This is an optimization exercise on Yosys and OpenROAD, whose aim is small area, a short achievable clock period and few clock cycles, not a production implementation. At most, simulation tests tie the RTL to the original design; equivalence was not proved. Function not checked in runs 6 to 8: the RTL went through the layout flow alone. No activity file was given, so power comes from the tool's default toggle rates.

==> flow/design.v <==
module SME(
  input clk,
  input reset,
  input [7:0] chardata,
  input isstring,
  input ispattern,
  output valid,
  output match,
  output [4:0] match_index
  );
  reg         s_prev, p_prev;  
  reg [255:0] str;             
  reg [4:0]   lm1;             
  reg [4:0]   base;            
  reg [31:0]  m;
  reg         valid_r, match_r;
  reg [4:0]   idx_r;
  wire [31:0] m_n;
  genvar q;
  generate
    for (q = 0; q < 32; q = q + 1) begin : g_slot
      wire in_str = (q <= lm1);
      wire eq = (str[8*q +: 8] == chardata);
      if (q == 31)
        assign m_n[q] = eq & ~p_prev & in_str;
      else
        assign m_n[q] = eq & (p_prev ? m[q+1] : in_str);
    end
  endgenerate
  reg [4:0] top;
  integer i;
  always @(*) begin
    top = 5'd0;
    for (i = 0; i < 32; i = i + 1)
      if (m[i]) top = i;
  end
  wire any = |m;
  always @(posedge clk) begin
    if (reset) begin
      s_prev <= 1'b0;
      p_prev <= 1'b0;
      valid_r <= 1'b0;
    end else begin
      s_prev <= isstring;
      p_prev <= ispattern;
      valid_r <= p_prev & ~ispattern;
    end
    if (isstring) begin
      str <= {str[247:0], chardata};
      lm1 <= s_prev ? lm1 + 5'd1 : 5'd0;
    end
    if (ispattern)
      base <= p_prev ? base - 5'd1 : lm1;
    m <= m_n;
    match_r <= any;
    idx_r <= any ? base - top : 5'd0;
  end
  assign valid = valid_r;
  assign match = match_r;
  assign match_index = idx_r;
endmodule
==> flow/flow/run.sh <==
#!/bin/bash
set -euo pipefail
bash standard.sh SETUP_SLACK_MARGIN=5.5 finish > standard_flow.log 2>&1
==> flow/standard.sh <==
#!/bin/bash
# synth_recipe.tcl (not shown) runs the flow's synth.tcl, then flattens the netlist and writes it again
# the make line also repeats each setting of config.mk as NAME=value (left out here)
make -C /OpenROAD-flow-scripts/flow DESIGN_CONFIG=/design/flow/config.mk WORK_HOME=/design/flow/orfs CLKGATE_MAP_FILE= SYNTH_SCRIPT=/design/flow/synth_recipe.tcl "${@:-finish}"
==> flow/config.mk <==
export PLATFORM = sky130hd
export DESIGN_NAME = SME
export DESIGN_NICKNAME = SME
export VERILOG_FILES = /design/flow/design.v
export SDC_FILE = /design/flow/constraint.sdc
export NUM_CORES = 4
export LEC_CHECK = 0
export CAP_MARGIN = 20
export CORE_MARGIN = 2
export CORE_UTILIZATION = 40
export CTS_BUF_LIST = sky130_fd_sc_hd__clkbuf_4
export SLEW_MARGIN = 20
==> flow/constraint.sdc <==
create_clock -name core_clock -period 8.0 [get_ports {clk}]
set_input_delay 1.6000 -clock core_clock [delete_from_list [all_inputs] [get_ports {clk}]]
set_output_delay 1.6000 -clock core_clock [all_outputs]
set_load 0.01 [all_outputs]
==> results of run 1 <==
## state kept, by name (all words and copies together), names as in the netlist
| name | cells |
|---|---|
| str | 256 |
| m | 32 |
| base | 5 |
| idx_r | 5 |
| lm1 | 5 |
| match_r | 1 |
| p_prev | 1 |
| s_prev | 1 |
| valid_r | 1 |
## worst max path at each step
stage | start | endpoint | slack (ns) | depth (start not counted)
2_1_floorplan | chardata[4] | m[22] | 5.36 | 6
3_5_place_dp | isstring | str[61] | 4.37 | 2
4_1_cts | valid_r | valid | 5.20 | 1
5_1_grt | idx_r[2] | match_index[2] | 5.19 | 1
3_3_place_gp | isstring | str[61] | 4.39 | 2
6_report | idx_r[2] | match_index[2] | 5.27 | 1
## logic make-up after synthesis
logic type               share of synthesized area (%)
AO/OA/AOI/OAI                                     4.16
XOR/XNOR                                          17.6
adder cells (fa/ha/maj)                           1.01
buffers and inverters                             2.00
flip-flops                                        67.2
multiplexers                                     0.153
AND/OR/NAND/NOR                                   7.86
## through the flow
| step | instance area, um^2 | worst slack [ns] | utilization [%] | instances | power [uW] |
|---|---|---|---|---|---|
| 2_1_floorplan | 13300 | 5.36 | - | 901 | 2100 |
| 3_3_place_gp | 13700 | 4.39 | 42.2 | 1326 | 2190 |
| 3_5_place_dp | 13700 | 4.37 | 42.2 | 1326 | 2190 |
| 4_1_cts | 14900 | 5.20 | 46.1 | 1477 | 3770 |
| 5_1_grt | 15000 | 5.19 | 46.5 | 1481 | 3890 |
| 6_report | 15000 | 5.27 | 46.5 | 1481 | 3720 |
## placed cells by master, fill, tap and decap left out, types with 6 or more instances in the layout
cell	netlist	layout
ha_1	9	8
nand4_1	32	32
a21oi_1	25	25
clkbuf_4	0	134
nor2_1	19	19
o2111ai_1	7	7
nand2_1	11	11
a211oi_1	6	6
buf_6	0	8
nor2b_1	8	8
nor4_1	31	29
edfxtp_1	266	266
xor2_1	88	88
nor3_1	23	23
buf_2	32	12
inv_1	12	12
nand2b_1	6	6
xnor2_1	175	175
nand3_1	13	13
dfxtp_1	41	36
clkinv_1	0	7
o21ai_0	18	17
## layout make-up
type / count / area [um^2]
Sequential cell: 307 / 8820
Clock buffer: 134 / 1010
Fill cell: 2986 / 17300
Antenna cell: 2 / 5.00
Tap cell: 442 / 553
Inverter: 13 / 48.8
Timing Repair Buffer: 33 / 307
Multi-Input combinational cell: 535 / 4110
Clock inverter: 15 / 198
## per-layer routing
layer / up-vias / wire length, um
met5: - / 0
met4: 0 / 598
met3: 58 / 1490
met2: 187 / 13400
met1: 3730 / 12800
li1: 3497 / -
## power by group
part | internal (uW) | leakage (uW) | switching, uW
Clock | 916 | 0.000706 | 646
Combinational | 111 | 0.00143 | 148
Sequential | 1840 | 0.00294 | 63.5
Total | 2860 | 0.00508 | 858
## what timing repair did
item,CTS,global route
hold buffers,0,0
hold endpoints to repair,0,0
buffers inserted,2,2
pin swaps,5,4
gates resized for setup,51,23
setup endpoints to repair,141,15
==> flow_metrics.env, run 1 <==
export IMPL_fin_setup_tns_ns=0
export IMPL_grt_max_degree=138
export IMPL_hpwl_um=17100
export IMPL_synthFlopType="edfxtp_1"
export IMPL_wire_per_inst_um=19.1
export IMPL_synth_warnings=1
export IMPL_first_global_vias=7583
export IMPL_yosysTopAreaCell="edfxtp_1"
export IMPL_power_leakage_uw=0.00508
export IMPL_crit_fanout=1
export IMPL_end_kind="output pin"
export IMPL_grt_pass1_wl_um=43200
export IMPL_die_area_um2=34200
export IMPL_cts_tree="yes"
export IMPL_syn_inst=901
export IMPL_grt_util_met2_pct=27.2
export IMPL_rsz0062_at_grt="true"
export IMPL_r2r_slack_ns=5.53
export IMPL_power_density_nw_per_um2=247
export IMPL_use_met3_pct=4.21
export IMPL_first_iter_violations=573
export IMPL_num_vias=7472
export IMPL_yosysMostFrequentCell="edfxtp_1"
export IMPL_hold_path_startpoint="str[230]"
export IMPL_drc=0
export IMPL_area_delta_synth_final_pct=14.8
export IMPL_required_ns=6.40
export IMPL_path_class="reg2out"
export IMPL_critPathTopFamily="flip-flops"
export IMPL_async_flop_share_pct=0
export IMPL_hold_end="str[238]"
export IMPL_nets=993
export IMPL_ir_drop_mv=0.143
export IMPL_grt_use_met1_pct=22.4
export IMPL_worst_hold_slack_ns=0.445
export IMPL_die_w_um=185
export IMPL_cts_buffers=81
export IMPL_synth_area_per_cell_um2=14.5
export IMPL_busiest_layer="met2"
export IMPL_synth_area_leaders="edfxtp_1, xnor2_1, dfxtp_1"
export IMPL_seq_area_frac_synth_pct=67.2
export IMPL_r2r_start="m[18]"
export IMPL_port_buffers=18
export IMPL_arrival_ns=1.13
export IMPL_relSlewSlack_pct=40.0
export IMPL_path_cells="buf_6"
export IMPL_yosys_register_bits=307
export IMPL_synth_edf_count=266
export IMPL_antenna_found_initial=2
export IMPL_synth_nets=923
export IMPL_cts_sinks=307
export IMPL_drive_gt1_share_pct=19.2
export IMPL_fin_crit_ns=2.73
export IMPL_track_usage_pct=16.9
export IMPL_path_buf_inv=1
export IMPL_drt_pre_antenna_iters=5
export IMPL_htreeDepth=3
export IMPL_grt_overflow_total=0
export IMPL_status="timing/DRC/antenna clean"
export IMPL_cp_start_kind="flop"
export IMPL_synth_distinct_cells=53
export IMPL_maxCapViolCount=0
export IMPL_synth_commonest_cells="edfxtp_1, xnor2_1, xor2_1, dfxtp_1"
export IMPL_finalHoldViolations=0
export IMPL_period_share_pct=34.1
export IMPL_clock_latency_ns=0.70
export IMPL_fin_worst_skew_ns=0.0489
export IMPL_boundaryPins=19
export IMPL_initial_core_util_pct=40.5
export IMPL_antenna_left=0
export IMPL_clockBufferDepth=3
export IMPL_critPathSlowestCell="dfxtp_2"
export IMPL_final_setup_viol_count=0
export IMPL_cp_slowest_stage_delay_ns=0.32
export IMPL_design_core_area_um2=32400
export IMPL_routabilityCongestion=0.811
export IMPL_maxSlewViolCount=0
export IMPL_worst_slew_pin_slew_ns=0.899
export IMPL_via_per_inst=5.05
export IMPL_r2r_end="idx_r[4]"
export IMPL_holdPathStages=0
export IMPL_clk_pin_slew_worst_paths_ns=0.07
export IMPL_clockRootBuffer="clkbuf_4"
export IMPL_drt_wl_total_um=28300
export IMPL_yosysTopAreaCellShare_pct=61.0
export IMPL_max_freq_mhz=367
export IMPL_rows=66
export IMPL_syn_cell_area_um2=13100
export IMPL_die_y_um=185
export IMPL_hold_class="reg2reg"
export IMPL_worstRegToRegCells=8
Testbench counts, summed over its fixed seeds: cycles 4,687.
==> run 2: changes to the inputs <==
==> flow/flow/run.sh (replaced) <==
#!/bin/bash
set -euo pipefail
bash standard.sh SETUP_SLACK_MARGIN=5.5 "CTS_ARGS=-sink_clustering_enable -repair_clock_nets -buf_list sky130_fd_sc_hd__clkbuf_16 -sink_clustering_size 25 -sink_clustering_max_diameter 80 -dont_use_dummy_load" finish > standard_flow.log 2>&1
==> flow_metrics.env, run 2 <==
export IMPL_synth_area_per_cell_um2=14.5
export IMPL_drive_gt1_share_pct=13.8
export IMPL_yosysTopAreaCell="edfxtp_1"
export IMPL_initial_core_util_pct=40.5
export IMPL_port_buffers=18
export IMPL_status="timing/DRC/antenna clean"
export IMPL_register_area_um2=8820
export IMPL_first_global_vias=6959
export IMPL_worst_slew_pin_slew_ns=0.894
export IMPL_p_comb_share_pct=10.0
export IMPL_async_flop_share_pct=0
export IMPL_syn_inst=901
export IMPL_die_area_um2=34200
export IMPL_track_usage_pct=16.2
export IMPL_design_core_area_um2=32400
export IMPL_ir_drop_mv=0.154
export IMPL_grt_use_met1_pct=22.1
export IMPL_path_cells="buf_6"
export IMPL_synth_warnings=1
export IMPL_via_per_inst=5.21
export IMPL_maxCapViolCount=0
export IMPL_clk_pin_slew_worst_paths_ns=0.10
export IMPL_end_kind="output pin"
export IMPL_power_density_nw_per_um2=206
export IMPL_synth_edf_count=266
export IMPL_n_fill_cell=2915
export IMPL_drt_pre_antenna_iters=5
export IMPL_n_antenna_cell=0
export IMPL_die_w_um=185
export IMPL_cp_start_kind="flop"
export IMPL_relSlewSlack_pct=40.3
export IMPL_required_ns=6.40
export IMPL_grt_util_met2_pct=27.1
export IMPL_htreeDepth=1
export IMPL_grt_pass1_wl_um=41700
export IMPL_arrival_ns=0.95
export IMPL_cts_buffers=17
export IMPL_critPathTopFamily="flip-flops"
export IMPL_clockBufferDepth=3
export IMPL_cp_slowest_stage_delay_ns=0.33
export IMPL_antenna_found_initial=0
export IMPL_busiest_layer="met2"
export IMPL_path_buf_inv=1
export IMPL_rsz0062_at_grt="true"
export IMPL_maxSlewViolCount=0
export IMPL_area_delta_synth_final_pct=14.1
export IMPL_seq_area_frac_synth_pct=67.2
export IMPL_boundaryPins=19
export IMPL_hold_class="reg2reg"
export IMPL_synth_nets=923
export IMPL_synth_area_leaders="edfxtp_1, xnor2_1, dfxtp_1"
export IMPL_finalHoldViolations=0
export IMPL_largest_register_ffs=256
export IMPL_antenna_left=0
export IMPL_synthFlopType="edfxtp_1"
export IMPL_grt_overflow_total=0
export IMPL_reg_top3="str x256, m x32"
export IMPL_final_common_cell="edfxtp_1"
export IMPL_rows=66
export IMPL_pre_cts_ws_ns=4.37
export IMPL_use_met3_pct=3.22
export IMPL_cts_tree="yes"
export IMPL_dp_cells=1326
export IMPL_crit_fanout=1
export IMPL_layout_setup_ws_ns=5.45
export IMPL_regMostFlops="str"
export IMPL_internal_power_uw=2360
export IMPL_switching_power_uw=718
export IMPL_yosysMostFrequentCell="edfxtp_1"
export IMPL_fin_crit_ns=2.55
export IMPL_pwr_share_clk_pct=28.3
export IMPL_period_share_pct=31.9
export IMPL_multiInputGateArea_um2=4210
export IMPL_final_cells=1389
export IMPL_fin_setup_tns_ns=0
export IMPL_clock_latency_ns=0.52
export IMPL_final_setup_viol_count=0
export IMPL_path_class="reg2out"
export IMPL_first_iter_violations=697
export IMPL_num_vias=7241
export IMPL_yosysTopAreaCellShare_pct=61.0
export IMPL_die_y_um=185
export IMPL_fin_worst_skew_ns=0.0412
export IMPL_max_freq_mhz=392
export IMPL_routabilityCongestion=0.811
export IMPL_drt_wl_total_um=30800
export IMPL_hpwl_um=17100
export IMPL_cts_sinks=307
export IMPL_synth_commonest_cells="edfxtp_1, xnor2_1, xor2_1, dfxtp_1"
export IMPL_postCtsHoldBufs=0
export IMPL_power_uw=3070
export IMPL_switching_share_pct=23.4
export IMPL_seq_power_share_pct=61.7
export IMPL_syn_cell_area_um2=13100
export IMPL_yosys_register_bits=307
export IMPL_critPathSlowestCell="dfxtp_2"
export IMPL_grt_max_degree=70
export IMPL_nets=971
export IMPL_wire_per_inst_um=22.2
export IMPL_clockRootBuffer="clkbuf_16"
export IMPL_drc=0
export IMPL_power_leakage_uw=0.00492
export IMPL_final_cell_mix="edfxtp_1, xnor2_1, xor2_1, dfxtp_1, buf_4"
export IMPL_synth_distinct_cells=53
==> run 2: cell counts after synthesis <==
No cell type changed its count.
==> run 2: what timing repair did <==
action                                  4_1_cts  5_1_grt
buffers inserted                              2       36
gates cloned                                  1        7
gates resized for setup                      72       40
pin swaps                                     7       12
endpoints found under the setup margin      151       19
==> run 2: stage by stage <==
step	util, %	area [um^2]	hold slack, ns
after floorplan	-	13300	0.447
after global placement	42.2	13700	0.451
after detailed placement	42.2	13700	0.454
after CTS	44.1	14300	0.463
after global routing	46.2	14900	0.481
final	46.2	14900	0.463
==> run 2: routing by layer <==
metal,routed length (um),vias to the layer above
met4,810,0
met5,0,-
met1,13800,3666
met3,1770,45
li1,-,3369
met2,14500,161
==> run 2: area by class of cell <==
type                    count  share of cell area (%)
clock buffers              17                    2.85
inverters                  13                   0.326
multi-input cells         535                    28.2
flip-flops and latches    307                    59.0
well taps                 442                    3.70
repair buffers             75                    5.94
==> run 2: kinds of logic (layout without fill, tap and decap cells) <==
logic type	Yosys count	in the layout	share of synthesized area, %
compound gates	85	85	4.16
simple gates	175	175	7.86
fa+ha+maj	10	10	1.01
mux	2	2	0.153
buf+inv	59	105	2.00
flops	307	307	67.2
xor+xnor	263	263	17.6
==> run 2: path summary, 6_finish.rpt <==
kind / start / end / slack [ns] / depth (start not counted)
min: str[179] / str[187] / 0.46 / 0
max: valid_r / valid / 5.45 / 1
min reg2reg: str[179] / str[187] / 0.46 / 0
max reg2reg: m[7] / idx_r[4] / 5.56 / 9
==> run 2: power by group through the flow <==
stage	clock, uW	sequential (uW)	combinational, uW
3_5_place_dp	0	1930	257
2_1_floorplan	0	1910	192
5_1_grt	934	1910	334
4_1_cts	889	1900	268
3_3_place_gp	0	1930	254
6_report	869	1900	309
==> run 3: changes to the inputs <==
==> flow/flow/run.sh (replaced) <==
#!/bin/bash
set -euo pipefail
bash standard.sh SETUP_SLACK_MARGIN=5.5 "CTS_ARGS=-sink_clustering_enable -repair_clock_nets -buf_list {sky130_fd_sc_hd__clkbuf_8 sky130_fd_sc_hd__clkbuf_16} -sink_clustering_size 20 -sink_clustering_max_diameter 60 -dont_use_dummy_load" finish > standard_flow.log 2>&1
==> flow_metrics.env, run 3 <==
export IMPL_grt_pass1_wl_um=41600
export IMPL_placed_area_um2=13700
export IMPL_cp_startpoint="valid_r"
export IMPL_yosys_register_bits=307
export IMPL_design_area_um2=15100
export IMPL_final_common_cell="edfxtp_1"
export IMPL_antenna_found_initial=0
export IMPL_clk_pin_slew_worst_paths_ns=0.08
export IMPL_final_cell_mix="edfxtp_1, xnor2_1, xor2_1, buf_4, dfxtp_1"
export IMPL_yosysTopAreaCell="edfxtp_1"
export IMPL_seq_power_share_pct=57.3
export IMPL_ir_drop_mv=0.138
export IMPL_initial_core_util_pct=40.5
export IMPL_final_setup_viol_count=0
export IMPL_switching_share_pct=22.8
export IMPL_area_delta_synth_final_pct=15.0
export IMPL_n_antenna_cell=0
export IMPL_num_vias=7306
export IMPL_path_class="reg2out"
export IMPL_die_area_um2=34200
export IMPL_drt_wl_total_um=30900
export IMPL_rows=66
export IMPL_end_kind="output pin"
export IMPL_largest_register_ffs=256
export IMPL_finalHoldViolations=0
export IMPL_path_buf_inv=1
export IMPL_n_fill_cell=2905
export IMPL_first_iter_violations=653
export IMPL_power_leakage_uw=0.00499
export IMPL_reg_top3="str x256, m x32"
export IMPL_r2r_start="m[3]"
export IMPL_die_w_um=185
export IMPL_p_comb_share_pct=9.1
export IMPL_async_flop_share_pct=0
export IMPL_design_core_area_um2=32400
export IMPL_synth_area_leaders="edfxtp_1, xnor2_1, dfxtp_1"
export IMPL_clockBufferDepth=3
export IMPL_power_density_nw_per_um2=220
export IMPL_grt_max_degree=138
export IMPL_cts_sinks=307
export IMPL_cp_slowest_stage_delay_ns=0.32
export IMPL_synth_commonest_cells="edfxtp_1, xnor2_1, xor2_1, dfxtp_1"
export IMPL_nets=979
export IMPL_fin_crit_ns=2.56
export IMPL_worst_hold_slack_ns=0.449
export IMPL_arrival_ns=0.96
export IMPL_routabilityCongestion=0.811
export IMPL_worst_slew_pin_slew_ns=0.867
export IMPL_fin_setup_tns_ns=0
export IMPL_fin_worst_skew_ns=0.0400
export IMPL_seq_area_frac_synth_pct=67.2
export IMPL_first_global_vias=7054
export IMPL_port_buffers=18
export IMPL_maxCapViolCount=0
export IMPL_postCtsHoldBufs=0
export IMPL_synth_distinct_cells=53
export IMPL_rsz0062_at_grt="true"
export IMPL_critPathSlowestCell="dfxtp_2"
export IMPL_required_ns=6.40
export IMPL_hold_path_startpoint="str[206]"
export IMPL_status="timing/DRC/antenna clean"
export IMPL_htreeDepth=1
export IMPL_syn_cell_area_um2=13100
export IMPL_max_freq_mhz=391
export IMPL_clock_latency_ns=0.56
export IMPL_drt_pre_antenna_iters=5
export IMPL_clockRootBuffer="clkbuf_16"
export IMPL_switching_power_uw=756
export IMPL_internal_power_uw=2560
export IMPL_grt_overflow_total=0
export IMPL_yosysMostFrequentCell="edfxtp_1"
export IMPL_synth_warnings=1
export IMPL_wire_per_inst_um=22.2
export IMPL_drive_gt1_share_pct=13.9
export IMPL_hpwl_um=17100
export IMPL_yosysTopAreaCellShare_pct=61.0
export IMPL_period_share_pct=32.0
export IMPL_path_cells="buf_6"
export IMPL_maxSlewViolCount=0
export IMPL_drc=0
export IMPL_antenna_left=0
export IMPL_via_per_inst=5.23
export IMPL_pre_cts_ws_ns=4.37
export IMPL_synth_nets=923
export IMPL_pwr_share_clk_pct=33.7
export IMPL_die_y_um=185
export IMPL_synth_area_per_cell_um2=14.5
export IMPL_cp_start_kind="flop"
export IMPL_critPathTopFamily="flip-flops"
export IMPL_crit_fanout=1
export IMPL_synthFlopType="edfxtp_1"
export IMPL_track_usage_pct=16.1
export IMPL_relSlewSlack_pct=42.2
export IMPL_post_route_util_pct=46.5
export IMPL_synth_edf_count=266
export IMPL_cts_buffers=27
export IMPL_syn_inst=901
export IMPL_boundaryPins=19
export IMPL_cts_tree="yes"
export IMPL_hold_class="reg2reg"
export IMPL_layout_setup_ws_ns=5.44
export IMPL_regMostFlops="str"
[run 3: cell counts after synthesis]
Identical to the previous run, type by type.
[run 3: worst register-to-register path, stage by stage, from the launching register on]
cell and delay [ns]:
dfxtp_1 0.39, nor2_1 0.08, o311ai_1 0.51, a31oi_2 0.23, o21a_1 0.25, ha_1 0.27
nor2b_1 0.12, o21ai_0 0.21, nor3b_1 0.28, nor3_2 0.05
[run 3: stage by stage]
stage,instances,power [uW]
CTS,1355,3310
floorplan,901,2100
detailed placement,1326,2190
finish,1397,3320
global route,1397,3430
global placement,1326,2190
[run 3: final cells by class]
cell class / instances / area, um^2 / area share (%)
Tap cell: 442 / 553 / 3.67
Multi-Input combinational cell: 535 / 4150 / 27.6
Inverter: 13 / 48.8 / 0.324
Sequential cell: 307 / 8820 / 58.5
Clock buffer: 27 / 676 / 4.49
Timing Repair Buffer: 73 / 818 / 5.43
[run 3: repair_timing]
action | in CTS | in global routing
resized for setup | 69 | 30
endpoints found under the hold margin | 0 | 0
buffers inserted | 2 | 35
pin swaps | 6 | 11
cloned | 0 | 7
endpoints found under the setup margin | 151 | 81
[run 3: metal layers]
metal | global-route usage [%] | vias to the layer above | routed length (um)
met5 | 0 | - | 0
met2 | 26.9 | 200 | 14600
met3 | 2.81 | 53 | 1740
met1 | 22.0 | 3664 | 13800
li1 | - | 3389 | -
met4 | 4.00 | 0 | 853
[run 3: cell families after synthesis]
logic type | Yosys count | synth area share (%)
xor+xnor | 263 | 17.6
buf+inv | 59 | 2.00
fa+ha+maj | 10 | 1.01
compound gates | 85 | 4.16
simple gates | 175 | 7.86
flops | 307 | 67.2
mux | 2 | 0.153
[run 3: power groups by stage]
stage / combinational, uW / sequential, uW / clock, uW
floorplan: 192 / 1910 / 0
global placement: 254 / 1930 / 0
detailed placement: 257 / 1930 / 0
CTS: 264 / 1900 / 1140
global route: 326 / 1910 / 1190
finish: 301 / 1900 / 1120
[run 3: worst paths after layout]
check	depth (start not counted)	slack, ns	endpoint
max	1	5.44	valid
max reg2reg	9	5.46	idx_r[3]
min	0	0.45	str[214]
min reg2reg	0	0.45	str[214]
==> run 4: changes to the inputs <==
==> flow/flow/run.sh (replaced) <==
#!/bin/bash
set -euo pipefail
bash standard.sh SETUP_SLACK_MARGIN=5.5 "CTS_ARGS=-sink_clustering_enable -repair_clock_nets -buf_list sky130_fd_sc_hd__clkbuf_8 -sink_clustering_size 16 -sink_clustering_max_diameter 60 -dont_use_dummy_load" finish > standard_flow.log 2>&1
--- a/flow/config.mk
+++ b/flow/config.mk
@@ -9,3 +9,3 @@
 export CORE_MARGIN = 2
-export CORE_UTILIZATION = 40
+export CORE_UTILIZATION = 60
 export CTS_BUF_LIST = sky130_fd_sc_hd__clkbuf_4
==> flow_metrics.env, run 4 <==
export IMPL_synthAdderAreaFrac_pct=1.01
export IMPL_design_core_area_um2=21600
export IMPL_final_common_cell="edfxtp_1"
export IMPL_crit_cells=1
export IMPL_reg_top3="str x256, m x32"
export IMPL_final_cell_mix="edfxtp_1, xnor2_1, xor2_1, dfxtp_1, nand4_1"
export IMPL_cts_tree="yes"
export IMPL_synth_distinct_cells=53
export IMPL_maxCapViolCount=0
export IMPL_final_setup_viol_count=0
export IMPL_boundaryPins=19
export IMPL_arrival_ns=1.02
export IMPL_drive_gt1_share_pct=10.9
export IMPL_cp_startpoint="idx_r[4]"
export IMPL_status="timing/DRC/antenna clean"
export IMPL_dp_cells=1164
export IMPL_nets=944
export IMPL_num_vias=7146
export IMPL_switching_share_pct=23.6
export IMPL_path_buf_inv=1
export IMPL_initial_core_util_pct=60.6
export IMPL_dr_wl_met2_um=13100
export IMPL_die_w_um=152
export IMPL_clock_latency_ns=0.57
export IMPL_first_iter_violations=519
export IMPL_drt_met1_wl_um=12500
export IMPL_die_area_um2=23000
export IMPL_max_freq_mhz=381
export IMPL_cts_buffers=26
export IMPL_power_uw=2940
export IMPL_synth_compound_gate_area_share_pct=4.16
export IMPL_cts_sinks=307
export IMPL_wire_per_inst_um=23.0
export IMPL_cp_start_kind="flop"
export IMPL_die_y_um=152
export IMPL_path_class="reg2out"
export IMPL_grt_pass1_wl_um=41500
export IMPL_ir_drop_mv=0.200
export IMPL_synth_mux_area_share_pct=0.153
export IMPL_fin_setup_tns_ns=0
export IMPL_relSlewSlack_pct=42.5
export IMPL_synth_edf_count=266
export IMPL_period_share_pct=32.8
export IMPL_yosysTopAreaCellShare_pct=61.0
export IMPL_routed_wl_met3_um=1410
export IMPL_fin_crit_ns=2.62
export IMPL_r2r_slack_ns=5.46
export IMPL_hold_class="reg2reg"
export IMPL_n_fill_cell=1541
export IMPL_yosysMostFrequentCell="edfxtp_1"
export IMPL_critPathSlowestCell="dfxtp_1"
export IMPL_grt_max_degree=128
export IMPL_clockBufferDepth=3
export IMPL_synth_area_per_cell_um2=14.5
export IMPL_crit_fanout=1
export IMPL_synth_warnings=1
export IMPL_async_flop_share_pct=0
export IMPL_synth_simple_area_share_pct=7.86
export IMPL_seq_power_share_pct=64.7
export IMPL_clk_pin_slew_worst_paths_ns=0.09
export IMPL_area_delta_synth_final_pct=8.32
export IMPL_rsz0062_at_grt="true"
export IMPL_n_antenna_cell=0
export IMPL_synth_area_leaders="edfxtp_1, xnor2_1, dfxtp_1"
export IMPL_p_comb_share_pct=9.3
export IMPL_internal_power_uw=2240
export IMPL_seq_area_frac_synth_pct=67.2
export IMPL_r2r_start="m[8]"
export IMPL_maxSlewViolCount=0
export IMPL_drc=0
export IMPL_track_usage_pct=23.9
export IMPL_yosysTopAreaCell="edfxtp_1"
export IMPL_grt_overflow_total=0
export IMPL_syn_cell_area_um2=13100
export IMPL_routabilityCongestion=0.859
export IMPL_worst_slew_pin_slew_ns=0.862
export IMPL_hpwl_um=17100
export IMPL_path_cells="buf_6"
export IMPL_synth_top_family_by_area="XOR/XNOR gates"
export IMPL_synth_commonest_cells="edfxtp_1, xnor2_1, xor2_1, dfxtp_1"
export IMPL_required_ns=6.40
export IMPL_htreeDepth=1
export IMPL_power_density_nw_per_um2=207
export IMPL_drt_wl_total_um=27600
export IMPL_clockRootBuffer="clkbuf_8"
export IMPL_antenna_left=0
export IMPL_power_leakage_uw=0.00464
export IMPL_finalHoldViolations=0
export IMPL_via_per_inst=5.96
export IMPL_drt_pre_antenna_iters=5
export IMPL_critPathTopFamily="flip-flops"
export IMPL_pwr_share_clk_pct=26.0
export IMPL_cp_slowest_stage_delay_ns=0.34
export IMPL_yosys_register_bits=307
export IMPL_port_buffers=18
export IMPL_fin_worst_skew_ns=0.0618
export IMPL_maxUsedRoutingLayer="met4"
export IMPL_largest_register_ffs=256
export IMPL_r2r_end="idx_r[4]"
export IMPL_synth_nets=923
export IMPL_end_kind="output pin"
export IMPL_synthFlopType="edfxtp_1"
export IMPL_regMostFlops="str"
export IMPL_rows=54
export IMPL_final_cells=1200
export IMPL_antenna_found_initial=0
export IMPL_crit_path_end="match_index[4]"
export IMPL_syn_inst=901
export IMPL_worstRegToRegCells=9
export IMPL_first_global_vias=7129
export IMPL_yosys_area_share_xor_xnor_pct=17.6
export IMPL_switching_power_uw=694
-- run 4: kinds of logic (layout without fill, tap and decap cells) --
family | count (synthesis) | count (layout)
AND/OR/NAND/NOR | 175 | 175
flip-flops | 307 | 307
adder cells (fa/ha/maj) | 10 | 10
AO/OA/AOI/OAI | 85 | 85
multiplexers | 2 | 2
XOR/XNOR | 263 | 263
buffers and inverters | 59 | 78
-- run 4: cell type report --
| cell class | count | area (um^2) | share of cell area, % |
|---|---|---|---|
| flip-flops and latches | 307 | 8820 | 62.1 |
| well taps | 280 | 350 | 2.47 |
| inverters | 13 | 48.8 | 0.344 |
| clock buffers | 26 | 358 | 2.52 |
| multi-input cells | 535 | 4170 | 29.4 |
| repair buffers | 39 | 447 | 3.15 |
-- run 4: repair_timing --
action	in CTS	in global routing
pin swaps	5	5
gates resized for setup	70	27
hold endpoints to repair	0	0
hold buffers	0	0
cloned	0	1
setup endpoints to repair	158	85
setup buffers	3	6
-- run 4: per-layer routing --
metal	vias to the layer above	track usage, %
met5	-	0
met4	0	5.83
met2	193	38.5
met1	3591	34.4
met3	46	4.01
li1	3316	-
-- run 4: power by group through the flow --
| stage | Sequential (uW) | Clock [uW] | Combinational [uW] |
|---|---|---|---|
| after floorplan | 1910 | 0 | 192 |
| after global placement | 1930 | 0 | 251 |
| after detailed placement | 1930 | 0 | 254 |
| after CTS | 1900 | 779 | 264 |
| after global routing | 1910 | 829 | 298 |
| final | 1900 | 764 | 274 |
-- run 4: worst min path at each step --
| stage | from | to | slack [ns] | cells after the start |
|---|---|---|---|---|
| 2_1_floorplan | str[93] | str[101] | 0.45 | 0 |
| 3_3_place_gp | str[39] | str[47] | 0.45 | 0 |
| 3_5_place_dp | str[121] | str[129] | 0.45 | 0 |
| 4_1_cts | str[120] | str[128] | 0.41 | 0 |
| 5_1_grt | str[120] | str[128] | 0.42 | 0 |
| 6_report | str[120] | str[128] | 0.42 | 0 |
-- run 4: per-stage QoR --
| stage | util, % | worst slack, ns | hold WS [ns] | cell area (um^2) |
|---|---|---|---|---|
| 2_1_floorplan | - | 5.36 | 0.447 | 13300 |
| 3_3_place_gp | 62.3 | 4.39 | 0.449 | 13500 |
| 3_5_place_dp | 62.3 | 4.31 | 0.455 | 13500 |
| 4_1_cts | 64.7 | 5.34 | 0.409 | 14000 |
| 5_1_grt | 65.6 | 5.34 | 0.424 | 14200 |
| 6_report | 65.6 | 5.38 | 0.416 | 14200 |
==> run 5: changes to the inputs <==
--- a/flow/config.mk
+++ b/flow/config.mk
@@ -9,3 +9,3 @@
 export CORE_MARGIN = 2
-export CORE_UTILIZATION = 60
+export CORE_UTILIZATION = 40
 export CTS_BUF_LIST = sky130_fd_sc_hd__clkbuf_4
==> flow_metrics.env, run 5 <==
export IMPL_dr_wl_met2_um=13000
export IMPL_cts_buffers=28
export IMPL_synth_area_leaders="edfxtp_1, xnor2_1, dfxtp_1"
export IMPL_yosysTopAreaCellShare_pct=61.0
export IMPL_maxUsedRoutingLayer="met4"
export IMPL_cts_tree="yes"
export IMPL_boundaryPins=19
export IMPL_antenna_left=0
export IMPL_syn_inst=901
export IMPL_n_antenna_cell=0
export IMPL_r2r_slack_ns=5.48
export IMPL_arrival_ns=1.01
export IMPL_rsz0062_at_grt="true"
export IMPL_drt_met1_wl_um=12200
export IMPL_crit_fanout=1
export IMPL_final_common_cell="edfxtp_1"
export IMPL_cp_startpoint="valid_r"
export IMPL_final_cell_mix="edfxtp_1, xnor2_1, xor2_1, dfxtp_1, nand4_1"
export IMPL_regMostFlops="str"
export IMPL_worst_slew_pin_slew_ns=0.895
export IMPL_routed_wl_met3_um=1300
export IMPL_synth_distinct_cells=53
export IMPL_clockBufferDepth=3
export IMPL_maxCapViolCount=0
export IMPL_clock_latency_ns=0.60
export IMPL_cp_slowest_stage_delay_ns=0.33
export IMPL_clockRootBuffer="clkbuf_8"
export IMPL_synth_commonest_cells="edfxtp_1, xnor2_1, xor2_1, dfxtp_1"
export IMPL_routabilityCongestion=0.811
export IMPL_hold_class="reg2reg"
export IMPL_r2r_start="m[3]"
export IMPL_ir_drop_mv=0.121
export IMPL_synth_area_per_cell_um2=14.5
export IMPL_num_vias=7058
export IMPL_fin_crit_ns=2.61
export IMPL_wire_per_inst_um=20.1
export IMPL_path_cells="buf_6"
export IMPL_track_usage_pct=16.1
export IMPL_die_area_um2=34200
export IMPL_worst_hold_slack_ns=0.435
export IMPL_initial_core_util_pct=40.5
export IMPL_status="timing/DRC/antenna clean"
export IMPL_required_ns=6.40
export IMPL_drt_pre_antenna_iters=5
export IMPL_rows=66
export IMPL_critPathSlowestCell="dfxtp_2"
export IMPL_hpwl_um=17100
export IMPL_maxSlewViolCount=0
export IMPL_clk_pin_slew_worst_paths_ns=0.09
export IMPL_syn_cell_area_um2=13100
export IMPL_nets=939
export IMPL_grt_max_degree=138
export IMPL_grt_overflow_total=0
export IMPL_synthFlopType="edfxtp_1"
export IMPL_reg_top3="str x256, m x32"
export IMPL_hold_path_startpoint="str[206]"
export IMPL_yosysMostFrequentCell="edfxtp_1"
export IMPL_antenna_found_initial=0
export IMPL_synth_warnings=1
export IMPL_finalHoldViolations=0
export IMPL_path_class="reg2out"
export IMPL_die_y_um=185
export IMPL_yosys_register_bits=307
export IMPL_synth_edf_count=266
export IMPL_power_density_nw_per_um2=207
export IMPL_async_flop_share_pct=0
export IMPL_final_setup_viol_count=0
export IMPL_cp_start_kind="flop"
export IMPL_yosysTopAreaCell="edfxtp_1"
export IMPL_postCtsHoldBufs=0
export IMPL_relSlewSlack_pct=40.2
export IMPL_seq_area_frac_synth_pct=67.2
export IMPL_path_buf_inv=1
export IMPL_power_leakage_uw=0.00458
export IMPL_drive_gt1_share_pct=9.51
export IMPL_first_iter_violations=609
export IMPL_first_global_vias=7092
export IMPL_synth_nets=923
export IMPL_fin_setup_tns_ns=0
export IMPL_grt_pass1_wl_um=41600
export IMPL_end_kind="output pin"
export IMPL_area_delta_synth_final_pct=8.88
export IMPL_via_per_inst=5.20
export IMPL_largest_register_ffs=256
export IMPL_critPathTopFamily="flip-flops"
export IMPL_period_share_pct=32.6
export IMPL_drt_wl_total_um=27200
export IMPL_port_buffers=18
export IMPL_die_w_um=185
export IMPL_drc=0
export IMPL_design_core_area_um2=32400
export IMPL_max_freq_mhz=383
export IMPL_fin_worst_skew_ns=0.0408
export IMPL_cts_sinks=307
export IMPL_htreeDepth=1
run 5: final timing paths:
path	end	cells after the start
max	valid	1
min	str[214]	0
max reg2reg	idx_r[3]	9
min reg2reg	str[214]	0
run 5: repair_timing:
item / CTS / global route
buffers inserted: 2 / 1
resized for setup: 62 / 21
endpoints found under the setup margin: 149 / 66
pin swaps: 5 / 4
run 5: power by group:
part           internal, uW  total (uW)  switching, uW
Clock                   311         795            484
Combinational           113         262            149
Sequential             1830        1900           63.3
Total                  2260        2950            696
run 5: layout make-up:
cell class                 instances  area, um^2
clock buffer                      28         385
fill                            2985       18100
timing repair buffer              32         338
inverter                          13        48.8
tap                              442         553
sequential                       307        8820
multi-input combinational        535        4120
run 5: per-layer routing:
layer  up-vias  GRT usage (%)
met2       145           26.8
met5         -              0
met3        48           2.99
met1      3563           21.8
met4         0           4.25
li1       3302              -
run 5: cell families after synthesis:
kind of cell,share of synthesized area [%]
buffers and inverters,2.00
flip-flops,67.2
XOR/XNOR,17.6
AND/OR/NAND/NOR,7.86
multiplexers,0.153
AO/OA/AOI/OAI,4.16
adder cells (fa/ha/maj),1.01
run 5: metrics by stage:
stage               instance area, um^2  util [%]  setup WS, ns  power (uW)  cells
finish                            14300      44.1          5.39        2950   1357
global route                      14300      44.1          5.35        3070   1357
CTS                               14200      43.8          5.34        2980   1356
detailed placement                13700      42.2          4.37        2190   1326
global placement                  13700      42.2          4.39        2190   1326
floorplan                         13300         -          5.36        2100    901
==> run 6: changes to the inputs <==
--- a/flow/design.v
+++ b/flow/design.v
@@ -22,7 +22,4 @@
       wire in_str = (q <= lm1);
-      wire eq = (str[8*q +: 8] == chardata);
-      if (q == 31)
-        assign m_n[q] = eq & ~p_prev & in_str;
-      else
-        assign m_n[q] = eq & (p_prev ? m[q+1] : in_str);
+      wire go = (q == 31) ? (~p_prev & in_str) : (p_prev ? m[(q+1)%32] : in_str);
+      match9 cmp(.s(str[8*q +: 8]), .c(chardata), .en(go), .y(m_n[q]));
     end
@@ -61 +58,4 @@
 endmodule
+module match9(input [7:0] s, input [7:0] c, input en, output y);
+  assign y = (s == c) & en;
+endmodule
--- a/flow/config.mk
+++ b/flow/config.mk
@@ -10,3 +10,4 @@
 export CORE_UTILIZATION = 40
-export CTS_BUF_LIST = sky130_fd_sc_hd__clkbuf_4
 export SLEW_MARGIN = 20
+export SYNTH_HIERARCHICAL = 1
+export SYNTH_MINIMUM_KEEP_SIZE = 0
==> flow_metrics.env, run 6 <==
export IMPL_status="timing/DRC/antenna clean"
export IMPL_postCtsHoldBufs=0
export IMPL_initial_core_util_pct=40.7
export IMPL_final_cell_mix="edfxtp_1, xnor2_1, nand2_1, dfxtp_1"
export IMPL_seq_area_frac_synth_pct=66.5
export IMPL_antenna_found_initial=0
export IMPL_antenna_left=0
export IMPL_syn_inst=927
export IMPL_die_area_um2=34600
export IMPL_power_leakage_uw=0.00439
export IMPL_num_vias=6921
export IMPL_clk_pin_slew_worst_paths_ns=0.10
export IMPL_final_common_cell="edfxtp_1"
export IMPL_clockRootBuffer="clkbuf_8"
export IMPL_via_per_inst=4.93
export IMPL_fin_setup_tns_ns=0
export IMPL_required_ns=6.40
export IMPL_cts_sinks=307
export IMPL_maxCapViolCount=0
export IMPL_clock_latency_ns=0.58
export IMPL_finalHoldViolations=0
export IMPL_largest_register_ffs=256
export IMPL_area_delta_synth_final_pct=8.47
export IMPL_synth_compound_gate_area_share_pct=3.47
export IMPL_yosysTopAreaCellShare_pct=60.3
export IMPL_yosysMostFrequentCell="edfxtp_1"
export IMPL_first_iter_violations=494
export IMPL_yosys_area_share_xor_xnor_pct=17.4
export IMPL_boundaryPins=19
export IMPL_htreeDepth=1
export IMPL_synth_distinct_cells=44
export IMPL_wire_per_inst_um=17.4
export IMPL_post_route_util_pct=44.2
export IMPL_n_fill_cell=2993
export IMPL_synth_edf_count=266
export IMPL_n_antenna_cell=0
export IMPL_design_core_area_um2=32500
export IMPL_grt_max_degree=109
export IMPL_path_class="reg2out"
export IMPL_async_flop_share_pct=0
export IMPL_layout_setup_ws_ns=5.40
export IMPL_ir_drop_mv=0.140
export IMPL_fin_crit_ns=2.60
export IMPL_hpwl_um=15300
export IMPL_reg_top3="str x256, m x32"
export IMPL_synth_mux_area_share_pct=0.236
export IMPL_synth_top_family_by_area="XOR/XNOR gates"
export IMPL_port_buffers=18
export IMPL_critPathSlowestCell="dfxtp_1"
export IMPL_r2r_slack_ns=5.52
export IMPL_crit_fanout=1
export IMPL_synth_nets=949
export IMPL_cts_buffers=25
export IMPL_synth_simple_area_share_pct=10.4
export IMPL_rsz0062_at_grt="true"
export IMPL_grt_overflow_total=0
export IMPL_pre_cts_ws_ns=4.60
export IMPL_period_share_pct=32.4
export IMPL_drt_pre_antenna_iters=5
export IMPL_drt_wl_total_um=24500
export IMPL_path_cells="buf_2"
export IMPL_synth_area_leaders="edfxtp_1, xnor2_1, dfxtp_1"
export IMPL_synth_warnings=7
export IMPL_critPathTopFamily="flip-flops"
export IMPL_synthFlopType="edfxtp_1"
export IMPL_die_y_um=186
export IMPL_final_setup_viol_count=0
export IMPL_relSlewSlack_pct=31.2
export IMPL_syn_cell_area_um2=13200
export IMPL_hold_class="reg2reg"
export IMPL_fin_worst_skew_ns=0.0624
export IMPL_arrival_ns=1.00
export IMPL_regMostFlops="str"
export IMPL_worst_slew_pin_slew_ns=1.03
export IMPL_end_kind="output pin"
export IMPL_power_density_nw_per_um2=202
export IMPL_yosys_register_bits=307
export IMPL_synth_commonest_cells="edfxtp_1, xnor2_1, nand2_1, dfxtp_1"
export IMPL_cp_slowest_stage_delay_ns=0.30
export IMPL_track_usage_pct=14.7
export IMPL_first_global_vias=6965
export IMPL_rows=66
export IMPL_synthAdderAreaFrac_pct=1.00
export IMPL_grt_pass1_wl_um=39700
export IMPL_cts_tree="yes"
export IMPL_nets=985
export IMPL_drive_gt1_share_pct=10.5
export IMPL_path_buf_inv=1
export IMPL_drc=0
export IMPL_routabilityCongestion=0.828
export IMPL_maxSlewViolCount=0
export IMPL_synth_area_per_cell_um2=14.3
export IMPL_cp_start_kind="flop"
export IMPL_die_w_um=186
export IMPL_max_freq_mhz=385
export IMPL_clockBufferDepth=3
export IMPL_yosysTopAreaCell="edfxtp_1"
run 6: kinds of logic after synthesis:
family | count (synthesis)
flip-flops | 307
XOR/XNOR | 263
AND/OR/NAND/NOR | 234
AO/OA/AOI/OAI | 77
buffers and inverters | 33
adder cells (fa/ha/maj) | 10
multiplexers | 3
run 6: report_power, final:
part / switching [uW] / total [uW] / internal [uW]
clock: 470 / 749 / 279
combinational: 142 / 263 / 121
sequential: 62.6 / 1900 / 1830
run 6: final cells by class:
type	count	area, um^2	share of cell area, %
Timing Repair Buffer	24	240	1.67
Tap cell	442	553	3.85
Clock buffer	25	344	2.40
Sequential cell	307	8810	61.4
Inverter	18	67.6	0.470
Multi-Input combinational cell	587	4350	30.3
run 6: repair_timing:
item                                    in CTS  in global routing
gates resized for setup                     38                 10
pin swaps                                    3                  1
endpoints found under the setup margin     165                 33
buffers inserted                             1                  0
cloned                                       1                  0
run 6: stage by stage:
stage	cells	power (uW)	hold slack, ns	cell area [um^2]
global placement	1375	2190	0.450	13900
floorplan	927	2080	0.449	13200
detailed placement	1375	2200	0.456	13900
finish	1403	2910	0.432	14400
global route	1403	3040	0.450	14400
CTS	1402	2950	0.430	14300
run 6: per-module statistics from Yosys (local to each module, per instance):
module	times used	cells inside	cell area, um^2	flip-flops and latches
SME	1	543	10200	307
match9	32	12	95.1	0
run 6: path summary, 6_finish.rpt:
check                           startpoint        to  cells past startpoint
worst max-delay path               valid_r     valid                      1
worst min-delay path              str[205]  str[213]                      0
worst max register to register       m[18]  idx_r[4]                      8
worst min register to register    str[205]  str[213]                      0
run 6: routing by layer:
| metal | vias up | GRT usage, % | wire length [um] |
|---|---|---|---|
| met1 | 3409 | 20.9 | 11600 |
| met3 | 27 | 1.88 | 744 |
| met5 | - | 0 | 0 |
| met2 | 89 | 24.4 | 11700 |
| met4 | 0 | 2.68 | 430 |
| li1 | 3396 | - | - |
==> run 7: changes to the inputs <==
==> flow/design.v (replaced) <==
module SME(
  input clk,
  input reset,
  input [7:0] chardata,
  input isstring,
  input ispattern,
  output valid,
  output match,
  output [4:0] match_index
  );
  reg         s_prev, p_prev;  
  reg [255:0] ring;            
  reg [4:0]   z;               
  reg [4:0]   lo;              
  reg [4:0]   hi;              
  reg [31:0]  m;
  reg         valid_r, match_r;
  reg [4:0]   idx_r;
  wire [255:0] next_ring = {ring[247:0], isstring ? chardata : ring[255:248]};
  wire [31:0] m_n;
  wire [31:0] cand_a;
  genvar q;
  generate
    for (q = 0; q < 32; q = q + 1) begin : g_slot
      wire eq = (next_ring[8*q +: 8] == chardata);
      assign m_n[q] = eq & (~p_prev | m[q]);
      assign cand_a[q] = m[q] & (q <= hi);
    end
  endgenerate
  reg [4:0] top_a, top_all;
  integer i;
  always @(*) begin
    top_a = 5'd0;
    top_all = 5'd0;
    for (i = 0; i < 32; i = i + 1) begin
      if (cand_a[i]) top_a = i;
      if (m[i]) top_all = i;
    end
  end
  wire any_a = |cand_a;
  wire wrap = (lo > hi);
  wire hit_a = any_a & (wrap | (top_a >= lo));
  wire hit_b = ~any_a & (|m) & wrap & (top_all >= lo);
  wire any = hit_a | hit_b;
  wire [4:0] top = any_a ? top_a : top_all;
  wire s_first = isstring & ~s_prev;
  wire [4:0] z_n = s_first ? 5'd0 : z + 5'd1;
  always @(posedge clk) begin
    if (reset) begin
      s_prev <= 1'b0;
      p_prev <= 1'b0;
      valid_r <= 1'b0;
    end else begin
      s_prev <= isstring;
      p_prev <= ispattern;
      valid_r <= p_prev & ~ispattern;
    end
    ring <= next_ring;
    z <= z_n;
    if (s_first) lo <= 5'd0;
    else if (!isstring) lo <= lo + 5'd1;
    if (ispattern & ~p_prev) hi <= z_n;
    m <= m_n;
    match_r <= any;
    idx_r <= any ? hi - top : 5'd0;
  end
  assign valid = valid_r;
  assign match = match_r;
  assign match_index = idx_r;
endmodule
==> flow/flow/run.sh (replaced) <==
#!/bin/bash
set -euo pipefail
bash standard.sh SETUP_SLACK_MARGIN=5.5 finish > standard_flow.log 2>&1
--- a/flow/config.mk
+++ b/flow/config.mk
@@ -10,4 +10,3 @@
 export CORE_UTILIZATION = 40
+export CTS_BUF_LIST = sky130_fd_sc_hd__clkbuf_4
 export SLEW_MARGIN = 20
-export SYNTH_HIERARCHICAL = 1
-export SYNTH_MINIMUM_KEEP_SIZE = 0
==> flow_metrics.env, run 7 <==
export IMPL_clockRootBuffer="clkbuf_4"
export IMPL_cts_tree="yes"
export IMPL_drc=0
export IMPL_switching_share_pct=26.2
export IMPL_postCtsHoldBufs=0
export IMPL_cts_sinks=312
export IMPL_arrival_ns=4.26
export IMPL_switching_power_uw=898
export IMPL_synth_distinct_cells=67
export IMPL_largest_register_ffs=256
export IMPL_synth_area_leaders="dfxtp_1, xnor2_1, xor2_1"
export IMPL_path_class="reg2reg"
export IMPL_routabilityCongestion=0.858
export IMPL_htreeDepth=3
export IMPL_syn_inst=1049
export IMPL_boundaryPins=19
export IMPL_critPathSlowestCell="edfxtp_1"
export IMPL_final_setup_viol_count=0
export IMPL_grt_max_degree=35
export IMPL_area_delta_synth_final_pct=21.6
export IMPL_yosysMostFrequentCell="dfxtp_1"
export IMPL_synth_edf_count=5
export IMPL_ir_drop_mv=0.166
export IMPL_rsz0062_at_grt="true"
export IMPL_port_buffers=18
export IMPL_antenna_left=0
export IMPL_hold_end="ring[8]"
export IMPL_antenna_found_initial=1
export IMPL_crit_fanout=4
export IMPL_track_usage_pct=19.5
export IMPL_hold_class="reg2reg"
export IMPL_rows=62
export IMPL_regMostFlops="ring"
export IMPL_design_core_area_um2=28500
export IMPL_first_iter_violations=429
export IMPL_dp_cells=1411
export IMPL_synth_area_per_cell_um2=11.0
export IMPL_final_cells=1572
export IMPL_cts_buffers=80
export IMPL_r2r_slack_ns=4.33
export IMPL_finalHoldViolations=0
export IMPL_num_vias=8042
export IMPL_seq_area_frac_synth_pct=54.6
export IMPL_final_common_cell="dfxtp_1"
export IMPL_synth_nets=1083
export IMPL_cp_slowest_stage_delay_ns=0.45
export IMPL_nets=1172
export IMPL_drive_gt1_share_pct=24.7
export IMPL_die_w_um=174
export IMPL_period_share_pct=45.8
export IMPL_synth_warnings=1
export IMPL_fin_setup_tns_ns=0
export IMPL_fin_crit_ns=3.67
export IMPL_reg_top3="ring x256, m x32"
export IMPL_relSlewSlack_pct=42.6
export IMPL_grt_overflow_total=0
export IMPL_holdPathStages=0
export IMPL_clk_pin_slew_worst_paths_ns=0.08
export IMPL_end_kind="flop"
export IMPL_pwr_share_clk_pct=36.9
export IMPL_synthFlopType="dfxtp_1"
export IMPL_wire_per_inst_um=18.2
export IMPL_max_freq_mhz=273
export IMPL_status="timing/DRC/antenna clean"
export IMPL_internal_power_uw=2530
export IMPL_p_comb_share_pct=12.0
export IMPL_cp_start_kind="flop"
export IMPL_die_y_um=174
export IMPL_yosysTopAreaCell="dfxtp_1"
export IMPL_worst_slew_pin_slew_ns=0.839
export IMPL_initial_core_util_pct=40.4
export IMPL_hold_path_startpoint="ring[0]"
export IMPL_syn_cell_area_um2=11500
export IMPL_async_flop_share_pct=0
export IMPL_maxCapViolCount=0
export IMPL_fin_worst_skew_ns=0.0443
export IMPL_n_fill_cell=2718
export IMPL_power_leakage_uw=0.00556
export IMPL_final_cell_mix="dfxtp_1, xnor2_1, clkbuf_4, xnor2_2, xor2_1"
export IMPL_first_global_vias=8462
export IMPL_synth_commonest_cells="dfxtp_1, xnor2_1, xor2_1, nand3_1, inv_1"
export IMPL_r2r_start="hi[1]"
export IMPL_hpwl_um=18200
export IMPL_r2r_end="idx_r[4]"
export IMPL_drt_pre_antenna_iters=5
export IMPL_required_ns=8.59
export IMPL_yosys_register_bits=312
export IMPL_grt_pass1_wl_um=46100
export IMPL_clockBufferDepth=3
export IMPL_yosysTopAreaCellShare_pct=53.3
export IMPL_clock_latency_ns=0.69
export IMPL_die_area_um2=30200
export IMPL_via_per_inst=5.12
export IMPL_drt_wl_total_um=28700
export IMPL_power_density_nw_per_um2=244
export IMPL_worstRegToRegCells=16
export IMPL_maxSlewViolCount=0
export IMPL_path_cells="buf_12 > and2_4 > o311a_1 > buf_4 > o21bai_1 > a221o_1 > a221oi_4 > o31ai_2 > ha_2 > fa_2 > nor2b_2 > o21ai_1 > nand2b_1 > xnor2_2 > a221oi_2 > a311oi_1"
export IMPL_seq_power_share_pct=51.2
## run 7: area by class of cell
type                       instances  area (um^2)  area share, %
inverter                          47          176           1.26
clock inverter                    18         83.8          0.598
multi-input combinational        639         5600           39.9
clock buffer                     113          848           6.05
tap                              384          480           3.43
antenna                            1         2.50         0.0178
sequential                       312         6300           44.9
timing repair buffer              58          534           3.81
## run 7: cells by family after synthesis
kind of cell | count (synthesis) | share of synthesized area, %
AO/OA/AOI/OAI | 160 | 10.2
flip-flops | 312 | 54.6
AND/OR/NAND/NOR | 189 | 8.93
XOR/XNOR | 258 | 19.6
multiplexers | 10 | 0.954
buffers and inverters | 98 | 3.33
adder cells (fa/ha/maj) | 22 | 2.45
## run 7: what timing repair did
action	4_1_cts	5_1_grt
buffers inserted	27	0
pin swaps	15	10
endpoints found under the setup margin	37	14
gates resized for setup	55	17
cloned	2	0
## run 7: per-stage QoR
| step | utilization, % | cell area, um^2 | hold WS (ns) | total power, uW | setup slack (ns) |
|---|---|---|---|---|---|
| after floorplan | - | 12700 | 0.349 | 2080 | 4.64 |
| after global placement | 44.3 | 12700 | 0.353 | 2150 | 4.11 |
| after global routing | 49.1 | 14000 | 0.345 | 3600 | 4.18 |
| after detailed placement | 44.3 | 12700 | 0.355 | 2150 | 4.11 |
| final | 49.1 | 14000 | 0.322 | 3430 | 4.33 |
| after CTS | 48.9 | 13900 | 0.315 | 3460 | 4.37 |
## run 7: power by group through the flow
stage	Sequential (uW)	Clock (uW)	Combinational [uW]
global route	1770	1390	448
global placement	1790	0	357
floorplan	1770	0	316
detailed placement	1790	0	361
CTS	1750	1310	404
finish	1750	1260	410
## run 7: worst max-delay path: cells and delay by family (launching register included)
family / cells / cell delay (ns)
AO/OA/AOI/OAI: 8 / 1.69
XOR/XNOR: 1 / 0.14
adder cells (fa/ha/maj): 2 / 0.57
buffers and inverters: 2 / 0.31
flip-flops: 1 / 0.45
AND/OR/NAND/NOR: 3 / 0.41
## run 7: worst max-delay path by stage
stage | cells past startpoint | end | start | slack, ns
global route | 15 | idx_r[4] | hi[2] | 4.18
detailed placement | 14 | idx_r[4] | hi[4] | 4.11
floorplan | 15 | idx_r[4] | hi[3] | 4.64
global placement | 14 | idx_r[4] | hi[4] | 4.11
finish | 16 | idx_r[4] | hi[1] | 4.33
CTS | 14 | idx_r[4] | hi[2] | 4.37
## run 7: per-layer routing
layer | share of wire (%) | GRT usage [%] | vias to the layer above
met4 | 2.5 | 7.95 | 0
met5 | 0 | 0 | -
met3 | 4.9 | 4.10 | 59
met1 | 49 | 27.3 | 3870
met2 | 44 | 29.4 | 210
li1 | - | - | 3903
==> run 8: changes to the inputs <==
==> flow/run.sh (new file) <==
#!/bin/bash
# synth_recipe.tcl (not shown) runs the flow's synth.tcl, then flattens the netlist and writes it again
# the make line also repeats each setting of config.mk as NAME=value (left out here)
make -C /OpenROAD-flow-scripts/flow DESIGN_CONFIG=/design/flow/config.mk WORK_HOME=/design/flow/orfs CLKGATE_MAP_FILE= SYNTH_SCRIPT=/design/flow/synth_recipe.tcl finish
--- a/flow/config.mk
+++ b/flow/config.mk
@@ -11,2 +11,3 @@
 export CTS_BUF_LIST = sky130_fd_sc_hd__clkbuf_4
+export SETUP_SLACK_MARGIN = 5
 export SLEW_MARGIN = 20
removed: flow/flow/run.sh
removed: flow/standard.sh
==> flow_metrics.env, run 8 <==
export IMPL_status="timing/DRC/antenna clean"
export IMPL_synth_mux_area_share_pct=0.954
export IMPL_end_kind="flop"
export IMPL_fin_setup_tns_ns=0
export IMPL_design_core_area_um2=28500
export IMPL_arrival_ns=4.28
export IMPL_clockBufferDepth=3
export IMPL_synth_top_family_by_area="XOR/XNOR gates"
export IMPL_busiest_layer="met2"
export IMPL_synth_nets=1083
export IMPL_final_setup_viol_count=0
export IMPL_synth_compound_gate_area_share_pct=10.2
export IMPL_wire_per_inst_um=17.9
export IMPL_initial_core_util_pct=40.4
export IMPL_holdPathStages=0
export IMPL_nets=1168
export IMPL_boundaryPins=19
export IMPL_yosys_area_share_xor_xnor_pct=19.6
export IMPL_yosysTopAreaCellShare_pct=53.3
export IMPL_synth_area_leaders="dfxtp_1, xnor2_1, xor2_1"
export IMPL_grt_util_met2_pct=30.0
export IMPL_r2r_slack_ns=4.26
export IMPL_port_buffers=18
export IMPL_finalHoldViolations=0
export IMPL_yosysTopAreaCell="dfxtp_1"
export IMPL_htreeDepth=3
export IMPL_largest_register_ffs=256
export IMPL_r2r_end="idx_r[4]"
export IMPL_cts_tree="yes"
export IMPL_drt_pre_antenna_iters=5
export IMPL_fin_worst_skew_ns=0.0517
export IMPL_synth_simple_area_share_pct=8.93
export IMPL_die_w_um=174
export IMPL_synth_area_per_cell_um2=11.0
export IMPL_path_class="reg2reg"
export IMPL_maxCapViolCount=0
export IMPL_final_cell_mix="dfxtp_1, xnor2_1, clkbuf_4, xor2_1, nand3_1"
export IMPL_seq_area_frac_synth_pct=54.6
export IMPL_via_per_inst=5.03
export IMPL_worstRegToRegCells=15
export IMPL_fin_crit_ns=3.74
export IMPL_cts_buffers=78
export IMPL_synth_commonest_cells="dfxtp_1, xnor2_1, xor2_1, nand3_1, inv_1"
export IMPL_async_flop_share_pct=0
export IMPL_final_common_cell="dfxtp_1"
export IMPL_track_usage_pct=18.7
export IMPL_hold_end="ring[168]"
export IMPL_hpwl_um=17700
export IMPL_area_delta_synth_final_pct=14.8
export IMPL_synth_distinct_cells=67
export IMPL_placed_area_um2=12000
export IMPL_grt_overflow_total=0
export IMPL_drc=0
export IMPL_grt_use_met1_pct=24.5
export IMPL_cts_sinks=312
export IMPL_relSlewSlack_pct=24.7
export IMPL_regMostFlops="ring"
export IMPL_die_y_um=174
export IMPL_antenna_left=0
export IMPL_cp_start_kind="flop"
export IMPL_rows=62
export IMPL_yosys_register_bits=312
export IMPL_design_area_um2=13200
export IMPL_first_global_vias=8240
export IMPL_die_area_um2=30200
export IMPL_clockRootBuffer="clkbuf_4"
export IMPL_synthFlopType="dfxtp_1"
export IMPL_drt_wl_total_um=27900
export IMPL_clock_latency_ns=0.67
export IMPL_clk_pin_slew_worst_paths_ns=0.07
export IMPL_max_freq_mhz=267
export IMPL_power_leakage_uw=0.00503
export IMPL_worst_slew_pin_slew_ns=1.13
export IMPL_syn_inst=1049
export IMPL_syn_cell_area_um2=11500
export IMPL_drive_gt1_share_pct=15.7
export IMPL_synth_warnings=1
export IMPL_power_density_nw_per_um2=248
export IMPL_r2r_start="hi[2]"
export IMPL_crit_fanout=7
export IMPL_synthAdderAreaFrac_pct=2.45
export IMPL_hold_class="reg2reg"
export IMPL_required_ns=8.53
export IMPL_use_met3_pct=4.47
export IMPL_ir_drop_mv=0.0935
export IMPL_grt_max_degree=35
export IMPL_yosysMostFrequentCell="dfxtp_1"
export IMPL_routabilityCongestion=0.878
export IMPL_num_vias=7851
export IMPL_rsz0062_at_grt="true"
export IMPL_n_fill_cell=2716
export IMPL_period_share_pct=46.8
export IMPL_hold_path_startpoint="ring[160]"
export IMPL_postCtsHoldBufs=0
export IMPL_synth_edf_count=5
export IMPL_reg_top3="ring x256, m x32"
export IMPL_antenna_found_initial=2
export IMPL_first_iter_violations=365
export IMPL_maxSlewViolCount=0
export IMPL_grt_pass1_wl_um=44600
==> run 8: cell count changes in the layout (fill, tap and decap cells not counted), moves of 5 or more <==
cell           before  now
dlygate4sd2_1       0    7
xnor2_1           116  196
clkbuf_4          113  102
buf_4              30   35
xnor2_2            81    1
buf_2              12    7
buf_6               7    2
==> run 8: power breakdown <==
part | total [uW] | switching, uW | leakage [uW] | internal, uW
logic | 364 | 182 | 0.00192 | 182
clock network | 1180 | 593 | 0.000507 | 588
registers | 1740 | 78.7 | 0.00261 | 1670
==> run 8: cell families (layout without fill, tap and decap cells) <==
kind of cell    count (synthesis)  in the layout
simple gates                  189            189
mux                            10             10
other cells                     0              1
flops                         312            312
fa+ha+maj                      22             22
compound gates                160            160
buf+inv                        98            224
xor+xnor                      258            258
==> run 8: how the worst max path moves through the flow <==
stage | startpoint | to | slack (ns) | cells after the start
6_report | hi[2] | idx_r[4] | 4.26 | 15
5_1_grt | hi[2] | idx_r[4] | 4.13 | 15
4_1_cts | hi[2] | idx_r[4] | 4.35 | 15
3_5_place_dp | hi[1] | idx_r[4] | 3.90 | 13
3_3_place_gp | hi[1] | idx_r[4] | 3.95 | 13
2_1_floorplan | hi[3] | idx_r[4] | 4.64 | 15
==> run 8: worst max-delay path, stage by stage (launching register included) <==
cell and delay [ns]:
edfxtp_1 0.45, buf_12 0.17, or4_4 0.55, o21ai_4 0.15
o2111ai_1 0.12, a221o_1 0.40, a221oi_4 0.35, o31ai_2 0.12
ha_2 0.20, fa_2 0.35, nor2b_2 0.15, o21ai_1 0.08
nand2b_1 0.11, xnor2_2 0.08, a221oi_1 0.26, a311oi_1 0.08
==> run 8: per-stage QoR <==
step | std cells | hold slack (ns) | worst slack [ns] | utilization [%] | total power (uW)
finish | 1560 | 0.324 | 4.26 | 46.4 | 3290
global route | 1560 | 0.339 | 4.13 | 46.4 | 3460
CTS | 1557 | 0.323 | 4.35 | 46.2 | 3330
detailed placement | 1407 | 0.354 | 3.90 | 42.1 | 2100
global placement | 1407 | 0.353 | 3.95 | 42.1 | 2100
floorplan | 1049 | 0.349 | 4.64 | - | 2010
==> run 8: cell type report <==
class | instances | area, um^2 | area share [%]
sequential | 312 | 6300 | 47.6
multi-input combinational | 639 | 4970 | 37.5
clock buffer | 102 | 766 | 5.78
tap | 384 | 480 | 3.63
timing repair buffer | 56 | 464 | 3.51
inverter | 47 | 176 | 1.33
clock inverter | 19 | 83.8 | 0.633
antenna | 1 | 2.50 | 0.0189
==> run 8: routing by layer <==
metal	routed length (um)	up-vias	part of all wire (%)
met4	596	2	2.1
met3	1490	52	5.3
li1	-	3862	-
met2	12900	208	46
met5	13	-	0.047
met1	12900	3727	46
==> run 8: repair_timing <==
item	CTS	global route
resized for setup	24	5
buffers inserted	28	2
setup endpoints to repair	13	6
pin swaps	16	6
gates cloned	1	0

[static timing again, ports no longer ideal]
The results above use ideal ports. As a check the final layouts listed here were re-extracted and re-timed, cells and wires unchanged.
Step 1 sets driving cells, clkbuf_16 on the clock port and buf_2 on the other inputs (assumed; they add their load-dependent delay and slew).
Step 2 moves the port delays by t, midway between the first and last clock arrival at a register: inputs arrive t later, outputs are due t later. That takes back most of the time a late clock gives input paths.
Three values: ideal, step 1, step 2; two values: the first two.
run	shift t [ns]	slack for setup (ns)	worst hold slack (ns)
run 1	0.727	5.272 / 5.225 / 4.848	0.445 / 0.445 / 0.445
run 2	0.551	5.449 / 5.397 / 5.002	0.463 / 0.463 / 0.463
run 3	0.586	5.439 / 5.388 / 4.960	0.449 / 0.449 / 0.449
run 4	0.585	5.377 / 5.334 / 4.978	0.416 / 0.416 / 0.416
run 5	0.623	5.390 / 5.344 / 4.899	0.435 / 0.435 / 0.435
run 6	0.575	5.404 / 5.360 / 4.993	0.432 / 0.432 / 0.432
run 7	0.718	4.332 / 4.332 / 4.332	0.322 / 0.322 / 0.322
run 8	0.696	4.258 / 4.258 / 4.258	0.324 / 0.324 / 0.324
After both steps setup and hold are still met in every run listed. For run 5, which loses most, drivers alone change the setup slack by -0.046 ns; drivers and shift together by -0.491 ns.
